What follows belongs to an exercise in optimizing a design on an open flow for small area and a short achievable clock period; a production flow would make more cautious choices.
Where RTL was checked, it was by simulation tests only, not by an equivalence proof against the original.
The clock port is modelled as an ideal driver, which makes a skipped or thinned clock tree look cheaper than it is; a real chip needs a root buffer or a tree.
Power is estimated from default activity; no workload was simulated.

==> flow/design.v (excerpt) <==
module alu(
             clk_p_i,
             reset_n_i,
             data_a_i,
             data_b_i,
             inst_i,
             data_o
             );
clock: 30.0 ns
lec_check: 0
abc_area: 1
cap_margin: 20
core_margin: 2
core_utilization: 40
slew_margin: 20
standard.sh (not shown) runs the stock make flow with config.mk's settings and CLKGATE_MAP_FILE= SYNTH_SCRIPT=/design/flow/synth_recipe.tcl, a recipe that flattens the netlist after the stock synthesis.
==> flow/flow/run.sh <==
#!/bin/bash
# Layout flow: the standard ORFS flow with three changes.
#  1. Synthesis runs ORFS's own synthesis script unchanged, but without the
#     full/half-adder cell map (ADDER_MAP_FILE empty), so that ABC maps the
#     adder logic together with the rest.
#  2. ABC uses flow/abc_area.script (a delay-targeted map with area recovery)
#     in place of ORFS's area script: a copy of ORFS's scripts folder with
#     only that file replaced is used for the synthesis step.
#  3. The port buffers that global placement inserts are buf_2 cells.
# Each step's full output goes to a log file in this folder.
set -e
HERE=$(pwd)
rm -rf "$HERE/scripts"
cp -r "$FLOW_HOME/scripts" "$HERE/scripts"
cp "$HERE/flow/abc_area.script" "$HERE/scripts/abc_area.script"
export ADDER_MAP_FILE=
bash standard.sh SCRIPTS_DIR="$HERE/scripts" synth > "$HERE/log_synth.txt" 2>&1
export BUFFER_PORTS_ARGS="-buffer_cell sky130_fd_sc_hd__buf_2"
bash standard.sh finish > "$HERE/log_finish.txt" 2>&1
==> flow/flow/abc_area.script <==
strash
dch
map -B 0.9
topo
stime -c
buffer -c
upsize -c
dnsize -c
The baseline completed with no timing, DRC or antenna violations.
Change:
--- a/flow/flow/run.sh
+++ b/flow/flow/run.sh
@@ -7,5 +7,7 @@
 #     in place of ORFS's area script: a copy of ORFS's scripts folder with
 #     only that file replaced is used for the synthesis step.
-#  3. The port buffers that global placement inserts are buf_2 cells.
+#  3. Timing repair aims for 23.3 ns of setup slack (a 6.7 ns period) so
+#     that the resizer works on the critical paths even though the clock is slow.
+#  4. The port buffers that global placement inserts are buf_2 cells.
 # Each step's full output goes to a log file in this folder.
 set -e
@@ -17,3 +19,4 @@
 bash standard.sh SCRIPTS_DIR="$HERE/scripts" synth > "$HERE/log_synth.txt" 2>&1
 export BUFFER_PORTS_ARGS="-buffer_cell sky130_fd_sc_hd__buf_2"
+export SETUP_SLACK_MARGIN=${SETUP_MARGIN_OVERRIDE:-23.3}
 bash standard.sh finish > "$HERE/log_finish.txt" 2>&1
==> flow/flow/abc_area.script (replaced) <==
strash
dch
map -D 7000
topo
stime -c
buffer -c
upsize -c
dnsize -c
Result: The new run ran to the end with no violations; routed wire length is lower by a few percent; core utilization is higher by 9.5 points; final area is higher slightly; maximum frequency is lower by roughly a tenth; final cell count is lower by roughly a tenth; die area is lower by about a fifth; synthesized area is lower by about a fifth; total power is higher slightly; flip-flop and latch count does not change; register-to-register slack got worse by 910 ps.
Function was not checked in any run of this note: the RTL went through the layout flow alone.

Another version of the RTL of alu (not shown whole).
Size in the first run: ~850 cells after synthesis, ~5300 sq um of cells after synthesis.
Design alu, start of the top module:
module alu(
             clk_p_i,
             reset_n_i,
             data_a_i,
             data_b_i,
             inst_i,
             data_o
             );
Settings: LEC_CHECK=0, ABC_AREA=1, CAP_MARGIN=20, CORE_MARGIN=2, CORE_UTILIZATION=60, CTS_BUF_LIST=sky130_fd_sc_hd__clkbuf_8, GPL_TIMING_DRIVEN=0, SLEW_MARGIN=20; clock period 30.0 ns.
==> flow/flow/run.sh <==
#!/bin/bash
# Layout flow: the standard ORFS flow (standard.sh) with these changes.
#  1. Synthesis runs ORFS's own synthesis script unchanged, but without the
#     full/half-adder cell map (ADDER_MAP_FILE empty), so that ABC maps the
#     adder logic together with the rest of the logic.
#  2. ABC runs flow/abc_area.script in place of ORFS's area script: the
#     synthesis step uses a copy of ORFS's scripts folder in which only that
#     file is replaced.
#  3. Every port gets a buffer, as in the standard flow, but from
#     flow/buffer_ports.tcl (run before global placement): buf_1 cells on
#     the data inputs and outputs, and buf_4 on the reset input.
#  5. flow/settings.sh may set further ORFS variables for the layout steps
#     (for example a setup slack margin for timing repair).
# Each step's full output goes to a log file in this folder.
set -e
HERE=$(pwd)
rm -rf "$HERE/scripts"
cp -r "$FLOW_HOME/scripts" "$HERE/scripts"
cp "$HERE/flow/abc_area.script" "$HERE/scripts/abc_area.script"
export ADDER_MAP_FILE=
bash standard.sh SCRIPTS_DIR="$HERE/scripts" synth > "$HERE/log_synth.txt" 2>&1
export DONT_BUFFER_PORTS=1
export PRE_GLOBAL_PLACE_TCL="$HERE/flow/buffer_ports.tcl"
export POST_CTS_TCL="$HERE/flow/clock_one_level.tcl"
if [[ -f "$HERE/flow/settings.sh" ]]; then source "$HERE/flow/settings.sh"; fi
bash standard.sh finish > "$HERE/log_finish.txt" 2>&1
==> flow/flow/buffer_ports.tcl <==
# PRE_GLOBAL_PLACE hook: buffer every input and output port, as the standard
# flow does, with buf_1 cells on the data inputs and the outputs
# and a buf_4 on the reset input, which fans out to many registers.
buffer_ports -inputs -buffer_cell sky130_fd_sc_hd__buf_1
buffer_ports -outputs -buffer_cell sky130_fd_sc_hd__buf_1
set block [ord::get_db_block]
set rnet [$block findNet reset_n_i]
foreach it [$rnet getITerms] {
  set inst [$it getInst]
  replace_cell [get_cells [$inst getName]] sky130_fd_sc_hd__buf_4
  puts "buffer_ports: reset buffer [$inst getName] is now [[$inst getMaster] getName]"
}
Other scripts of this flow, unchanged in this note and not shown: flow/flow/abc_area.script, flow/flow/clock_one_level.tcl
The first run ran to the end with no violations.
Then changed:
- CORE_UTILIZATION: 60 -> 40
After rerunning:
- design area came out higher by about 1.5%
- clock skew climbs by 0.021 ns
- register-to-register slack improves by 0.03 ns
- via count came out lower by about 4%
- combinational power barely changes
- final cell count came out higher by 6.8%
- die area rose by about 50%
- worst hold slack improves by 0.014 ns
Then changed:
--- a/flow/flow/buffer_ports.tcl
+++ b/flow/flow/buffer_ports.tcl
@@ -8,5 +8,5 @@
 foreach it [$rnet getITerms] {
   set inst [$it getInst]
-  replace_cell [get_cells [$inst getName]] sky130_fd_sc_hd__buf_4
+  replace_cell $inst sky130_fd_sc_hd__buf_4
   puts "buffer_ports: reset buffer [$inst getName] is now [[$inst getMaster] getName]"
 }
Outcome: The changed run never finished: it broke off in global placement (STA-0124). Area after synthesis does not change. Synthesized cell count stays the same.
Then changed:
--- a/flow/flow/run.sh
+++ b/flow/flow/run.sh
@@ -9,5 +9,5 @@
 #  3. Every port gets a buffer, as in the standard flow, but from
 #     flow/buffer_ports.tcl (run before global placement): buf_1 cells on
-#     the data inputs and outputs, and buf_4 on the reset input.
+#     the data inputs, buf_4 on the reset input and buf_2 on the outputs.
 #  5. flow/settings.sh may set further ORFS variables for the layout steps
 #     (for example a setup slack margin for timing repair).
==> flow/flow/buffer_ports.tcl (replaced) <==
# PRE_GLOBAL_PLACE hook: buffer every input and output port, as the standard
# flow does, with buf_1 cells on the data inputs, buf_2 cells on the outputs
# and a buf_4 on the reset input, which fans out to many registers.
buffer_ports -inputs -buffer_cell sky130_fd_sc_hd__buf_1
buffer_ports -outputs -buffer_cell sky130_fd_sc_hd__buf_2
set block [ord::get_db_block]
set rnet [$block findNet reset_n_i]
foreach it [$rnet getITerms] {
  set inst [$it getInst]
  replace_cell [get_cells [$inst getName]] sky130_fd_sc_hd__buf_4
  puts "buffer_ports: reset buffer [$inst getName] is now [[$inst getMaster] getName]"
}
- Now the flow completed without violations
- synthesized cell count is unchanged
- synthesized area is unchanged

==> re-timing with driven ports <==
How much do the figures lean on ideal ports? The routed layouts below were timed once more, with nothing changed but the port constraints.
Step 1 (the two cells are an assumption about what drives the block):
set clk [get_ports {clk_p_i}]
set_driving_cell -lib_cell sky130_fd_sc_hd__clkbuf_16 $clk
set_driving_cell -lib_cell sky130_fd_sc_hd__buf_2 [delete_from_list [all_inputs] $clk]
Step 2 also shifts input and output timing later by t, the mid clock arrival at the registers, as if the neighbouring blocks saw the same clock.
a / b / c = ideal ports / drivers / drivers and shift; a / b = the first two.
run	shift t [ns]	setup WS [ns]	slew at the worst register clock pin (ns)
the first run of note 1	0.334	23.218 / 23.175 / 23.344	0.06 / 0.06
the second run of note 1	0.327	22.432 / 22.432 / 22.432	0.06 / 0.06
the first run of note 2	0.198	23.366 / 23.308 / 23.506	0.08 / 0.08
the second run of note 2	0.203	23.358 / 23.295 / 23.497	0.10 / 0.10
the fourth run of note 2	0.206	23.357 / 23.289 / 23.495	0.09 / 0.09
After both steps every run listed still meets setup and hold.
